Source: an optimization exercise on an open RTL-to-GDS flow (aim: small area, a short achievable clock period and few clock cycles per item). Production flows keep margins and buffers that such runs may drop. Only simulation tests tie the RTL to the original design; equivalence was not proved. No activity file was given, so power comes from the tool's default toggle rates.

==> flow/design.v, too long to show whole: its modules and the start of the top module <==
// module prime_finder: 95 lines
// module prime_rom: 2441 lines
// module tab_t15: 74 lines
// module tab_pos: 92 lines
// module tab_off: 45 lines
module prime_finder(
	input              clk,
	input              rst,
	input              start,
	input      [15:0]  n,
	output             done,
	output             is_prime,
	output     [15:0]  prime
);
  // ...
==> flow/run.sh <==
#!/bin/bash
# synth_recipe.tcl (not shown) runs the flow's synth.tcl, then flattens the netlist and writes it again
# the make line also repeats each setting of config.mk as NAME=value (left out here)
make -C /OpenROAD-flow-scripts/flow DESIGN_CONFIG=/design/flow/config.mk WORK_HOME=/design/flow/orfs CLKGATE_MAP_FILE= SYNTH_SCRIPT=/design/flow/synth_recipe.tcl finish
==> flow/config.mk <==
export PLATFORM = sky130hd
export DESIGN_NAME = prime_finder
export DESIGN_NICKNAME = prime_finder
export VERILOG_FILES = /design/flow/design.v
export SDC_FILE = /design/flow/constraint.sdc
export NUM_CORES = 4
export LEC_CHECK = 0
export ABC_AREA = 1
export CAP_MARGIN = 5
export CORE_MARGIN = 2
export CORE_UTILIZATION = 15
export GPL_ROUTABILITY_DRIVEN = 1
export PLACE_DENSITY = 0.22
export SETUP_SLACK_MARGIN = 3.0
export SLEW_MARGIN = 5
==> flow/constraint.sdc <==
create_clock -name core_clock -period 8.0 [get_ports {clk}]
set_input_delay 1.6000 -clock core_clock [delete_from_list [all_inputs] [get_ports {clk}]]
set_output_delay 1.6000 -clock core_clock [all_outputs]
set_load 0.01 [all_outputs]
==> out/summary.log, run 1 <==
INFO  cts            ctsRootBufferMaster=clkbuf_16
INFO  global_routing grtUsageTotal=50.7%
INFO  flow_run       cap_viol_max_count=0
INFO  power_and_ir_drop clock_power=0.143mW
INFO  final_layout   antenna-diode-count=55
INFO  final_layout   fin_cells=6290
INFO  logic_synthesis edff_count_synth=19
INFO  final_layout   post-route-cell-area=0.0281mm²
INFO  logic_synthesis synth-seq-area-share=3.66%
INFO  sta            final.period_utilization=64.5%
INFO  worst_hold_path hold_class=register to register
INFO  cts            ctsHoldBuffers=0
INFO  power_and_ir_drop leakage=14.0nW
INFO  sta            slack_of_the_critical_path=2.84ns
INFO  logic_synthesis postSynth.asyncResetShare=0%
INFO  power_and_ir_drop p_sw=7.17mW
INFO  placed_design  placement.io_buffers=36
INFO  final_layout   layout.cells.largest_class=multi-input combinational cells
INFO  sta            slew_violations=0
INFO  die            dieHeight=369µm
INFO  routing        detailroute.wirelength.met2=135000µm
INFO  logic_synthesis synth_largest_type_area_fraction=28.2%
INFO  logic_synthesis synth-xor-area-share=0.658%
INFO  final_layout   fraction_of_standard_cell_area_that_is_sequential=2.63%
INFO  critical_path  crit_slowest_cell=nand3_1
INFO  routing        route.detailed.wl_per_inst=56.8µm
INFO  routing        num_vias=40100
INFO  final_layout   postLayoutCoreUtil=21.4%
INFO  sta            whs=0.522ns
INFO  final_layout   nets=4563
INFO  sta            final_period_minus_worst_setup_slack=5.16ns
INFO  critical_path  worstPathCellList=buf_4 > ha_1 > buf_8 > nand2_4 > nor2_4 > nor2_4 > nand3_1 > nand3_1 > nand3_1 > nand3_1 > nand3_1 > nand3_1 > nand2_1 > nor2_2 > nand2_1 > nor2_4 > nand2_1 > inv_2 > nand3_1 > nand2_2 > buf_12
INFO  status         status=no timing/DRC/antenna violations
INFO  final_layout   inverters_excl_clock=273
INFO  cts            cts.repair.resized=442
INFO  critical_path  critPathTopFamily=simple AND/OR/NAND/NOR gates
INFO  sta            skew=0.0128ns
INFO  worst_hold_path whs_endpoint=done_q
INFO  final_layout   layout.non_clock_buffers=501
Testbench counts, summed over its fixed seeds: cycles 153, items 72.
==> run 2, diff against run 1 <==
--- a/flow/config.mk
+++ b/flow/config.mk
@@ -13,3 +13,3 @@
 export PLACE_DENSITY = 0.22
-export SETUP_SLACK_MARGIN = 3.0
+export SETUP_SLACK_MARGIN = 3.5
 export SLEW_MARGIN = 5
==> run 2 against run 1 <==
Compared with the run above: fmax up 2.2%; register-to-register slack better by 0.60 ns; sequential share of layout area fell by 0.32 points; first-iteration DRC count grew 0.32%; count of clock-buffer cells in the layout unchanged; cell count grew 2.9%; still clean on timing, DRC and antenna; critical endpoint is now p[2]; clock power hardly changed; design area grew 14%; clock skew decreased by 0.0062 ns; non-clock buffer count is 199 higher; global-route usage shrank 2.8 points; setup slack improved by 0.11 ns.
==> out/summary.log, run 2 <==
INFO  logic_synthesis post_synth_instance_area=0.0200mm²
INFO  sta            worst_margin_slew=1.03ns
INFO  die            starting_density_of_the_core=15.2%
INFO  sta            timing.setup.tns=0ns
INFO  final_layout   most_flops_register=A
INFO  logic_synthesis synth-seq-area-share=3.66% [unchanged]
INFO  worst_hold_path timing.hold.worst.start=done_q
INFO  die            dieArea=0.136mm²
INFO  logic_synthesis synth_flop_cell=edfxtp_1
INFO  sta            final-hold-violation-count=0
INFO  global_routing met2_track_utilization_from_global_routing=63.5%
INFO  routing        post-route-drc-count=0
INFO  critical_path  crit_path_start_kind=primary input
INFO  routing        antenna_left=0
INFO  logic_synthesis edff_count_synth=19 [unchanged]
INFO  global_routing grtUsageTotal=47.9% [-2.8 points]
INFO  final_layout   nets=4762 [+4.4%]
INFO  die            boundaryPins=37
INFO  critical_path  cp_max_fo=4
INFO  power_and_ir_drop power.density_cell_area=323mW/mm²
INFO  routing        dr.pass1.iters=9
INFO  final_layout   biggestRegsByFlops=A (10), k_q (5), p (5)
INFO  global_routing use_met1=55.6%
INFO  cts            cts_tree=done
INFO  global_routing gr-usage-met3=22.5%
INFO  logic_synthesis synth_seq_cells=27
INFO  sta            skew=0.00661ns [-0.00616 ns]
INFO  logic_synthesis postSynth.asyncResetShare=0% [unchanged]
INFO  cts            cts-buffers-inserted=3
INFO  cts            clkTransAtPathRegs=0.09ns
INFO  logic_synthesis post_synth_main_area_contributors=nand3_1 (28%), nand2_1 (27%), nor2_1 (8.8%)
INFO  critical_path  critical_path_required=8.05ns
INFO  placed_design  place_area=0.0245mm²
INFO  sta            finalSetupViolations=0
INFO  global_routing grt_remaining_overflow=0
INFO  routing        vias_per_cell=6.22
INFO  cts            cts_num_sinks=27
INFO  critical_path  setup.reg_to_reg.worst_slack=3.44ns
INFO  final_layout   most_common_library_cell_in_the_layout_ignoring_fill_and_taps=nand2_1
INFO  final_layout   ratio_of_cells_with_drive_above_1_in_the_final_layout=29.8%
INFO  sta            fmax=198MHz
INFO  placed_design  placement.io_buffers=36 [unchanged]
INFO  sta            rsz_0062_raised_after_global_routing=true
INFO  critical_path  reg_to_reg_critical_path_startpoint=A[8]
INFO  global_routing grt_max_degree=118
INFO  routing        num_vias=40300 [+0.35%]
INFO  sta            worst_slew_margin_rel=31.4%
INFO  logic_synthesis post_synth_most_frequent_cells=nand2_1 (1424), nand3_1 (1127), nor2_1 (470), inv_1 (261), a21oi_1 (221)
INFO  global_routing grt_pass1_wl=420000µm
INFO  logic_synthesis synthesized_nets=4329
INFO  critical_path  worstReg2RegEnd=A[1]
INFO  routing        drtIter0Drc=7129
INFO  routing        route.detailed.wl_per_inst=52.9µm [-6.9%]
INFO  global_routing grt_antenna_before_repair=44
INFO  routing        drt-total-wl=342000µm
INFO  final_layout   mostFrequentLayoutCells=nand2_1 (1237), nand3_1 (1004), buf_4 (456), nor2_1 (331), inv_1 (191)
INFO  die            floorplan.rows=133
INFO  logic_synthesis synth_cells=4247
INFO  final_layout   post-route-cell-area=0.0322mm² [+14%]
INFO  global_routing grt.busiest_layer=met2
INFO  sta            slew_violations=0 [unchanged]
INFO  die            chipWidth=369µm
INFO  worst_hold_path hold_path_depth=2
INFO  die            dieHeight=369µm [unchanged]
INFO  die            placeableCoreArea=0.132mm²
INFO  logic_synthesis synth_largest_type_area_fraction=28.2% [unchanged]
INFO  logic_synthesis synth.distinct_cells=50
INFO  cts            clock_tree.buffer_depth=2
INFO  global_routing number_of_global_route_vias_before_repair=36000
INFO  placed_design  gp_congestion=1.12
INFO  sta            final.period_utilization=63.1% [-1.4 points]
INFO  logic_synthesis synthesis.area_per_instance=4.70µm²
INFO  power_and_ir_drop vdd.ir_drop.worst=0.182mV
INFO  cts            ctsRootBufferMaster=clkbuf_16
INFO  logic_synthesis yosysWarnings=1
INFO  cts            h-tree-depth=1
INFO  final_layout   number_of_flip_flops_in_the_largest_register=10
INFO  final_layout   flow.area_growth_from_synthesis=61.3%
INFO  critical_path  worstSetupPathType=primary input to register
INFO  critical_path  ff2ff_path_depth=23
INFO  flow_run       cap_viol_max_count=0 [unchanged]
INFO  critical_path  worst_setup_path_end_kind=register
INFO  critical_path  timing.critical_path.arrival=5.09ns
INFO  cts            clock_latency=0.30ns
INFO  status         status=no timing/DRC/antenna violations
INFO  worst_hold_path hold_class=register to register
INFO  logic_synthesis yosys.area.top_type=nand3_1
INFO  sta            final_period_minus_worst_setup_slack=5.05ns [-0.111 ns]
INFO  placed_design  detailedPlacementHpwl=258000µm
INFO  worst_hold_path whs_endpoint=done_q
INFO  logic_synthesis yosysMostFrequentCell=nand2_1
INFO  power_and_ir_drop leakage=15.7nW [+12%]
run 2: cell counts after synthesis:
Identical to the previous run, type by type.
run 2: worst max path at each step:
stage	start	to	slack (ns)
final	n[7]	p[2]	2.95
after global routing	n[7]	p[2]	2.77
after CTS	k_q[4]	prime[14]	2.82
after detailed placement	n[15]	p[1]	1.67
after global placement	n[15]	p[1]	1.53
after floorplan	n[15]	p[2]	2.76
run 2: critical path: stages:
cell and delay [ns]:
buf_8 0.10, fa_1 0.47, ha_2 0.21, fa_2 0.36, a21oi_2 0.14, o21ai_2 0.08, xor2_2 0.23, inv_2 0.12
ha_4 0.19, nor2_4 0.11, a21oi_2 0.04, o21a_1 0.17, o31a_1 0.09, a32o_2 0.29, inv_4 0.10, ha_4 0.17
ha_4 0.20, or2_4 0.22, a21oi_2 0.13, a221oi_2 0.07
run 2: layer usage:
metal	part of all wire, %	wire length (µm)
met1	37	126000
met2	37	127000
met3	14	47300
met4	12	41800
met5	0.22	764
run 2: what timing repair did:
item	4_1_cts	5_1_grt
endpoints found under the setup margin	52	48
pin swaps	107	111
hold buffers	0	0
setup buffers	132	151
gates cloned	2	10
resized for setup	700	575
run 2: where the power goes:
| part | internal, mW | switching [mW] | total (mW) |
|---|---|---|---|
| sequential | 0.199 | 0.0726 | 0.272 |
| combinational | 2.83 | 7.16 | 9.99 |
| clock | 0.0692 | 0.0703 | 0.140 |
run 2: final cells by class:
type | count | area, µm²
Tap cell | 1755 | 2200
Clock inverter | 1 | 6.26
Antenna cell | 40 | 100
Timing Repair Buffer | 700 | 7160
Multi-Input combinational cell | 3675 | 20600
Sequential cell | 27 | 743
Fill cell | 15500 | 99600
Inverter | 273 | 1300
Clock buffer | 3 | 75.1
run 2: metrics by stage:
| stage | instances | hold slack [ns] | power, mW | util, % | worst slack (ns) |
|---|---|---|---|---|---|
| after floorplan | 4247 | 0.419 | 3.57 | - | 2.76 |
| after global placement | 6135 | 0.519 | 7.91 | 18.6 | 1.53 |
| after detailed placement | 6135 | 0.513 | 7.75 | 18.6 | 1.67 |
| after CTS | 6273 | 0.532 | 8.91 | 21.2 | 2.82 |
| after global routing | 6441 | 0.576 | 10.4 | 24.4 | 2.77 |
| final | 6474 | 0.528 | 10.4 | 24.4 | 2.95 |
run 2: logic make-up (layout without fill, tap and decap cells):
| group | Yosys count | in the layout | share of synthesized area [%] |
|---|---|---|---|
| compound gates | 434 | 434 | 11.8 |
| xor+xnor | 15 | 15 | 0.658 |
| fa+ha+maj | 63 | 63 | 4.25 |
| buf+inv | 546 | 977 | 11.3 |
| flops | 27 | 27 | 3.66 |
| other cells | 0 | 40 | 0 |
| simple gates | 3162 | 3163 | 68.3 |

## separate check: timing with driven ports
The results above use ideal ports. As a check the final layouts listed here were re-extracted and re-timed, cells and wires unchanged.
Step 1: set_driving_cell puts a clkbuf_16 on clk and a buf_2 on each other input, an assumption about the parent block.
Step 2 moves the port delays by t, midway between the first and last clock arrival at a register: inputs arrive t later, outputs are due t later. That takes back most of the time a late clock gives input paths.
Slacks: no drivers / after step 1 / after step 2; pairs: no drivers / after step 1.
run | t, ns | slack for setup (ns) | hold WS [ns] | worst slew at a driven data input, ns
run 1 | 0.358 | 2.842 / 2.842 / 2.547 | 0.522 / 0.522 / 0.522 | 0.06
run 2 | 0.341 | 2.953 / 2.952 / 2.617 | 0.528 / 0.528 / 0.528 | 0.06
After both steps every run listed still meets setup and hold. The setup slack of run 2, which loses most, moves by -0.001 ns with the drivers and by -0.336 ns with both steps.
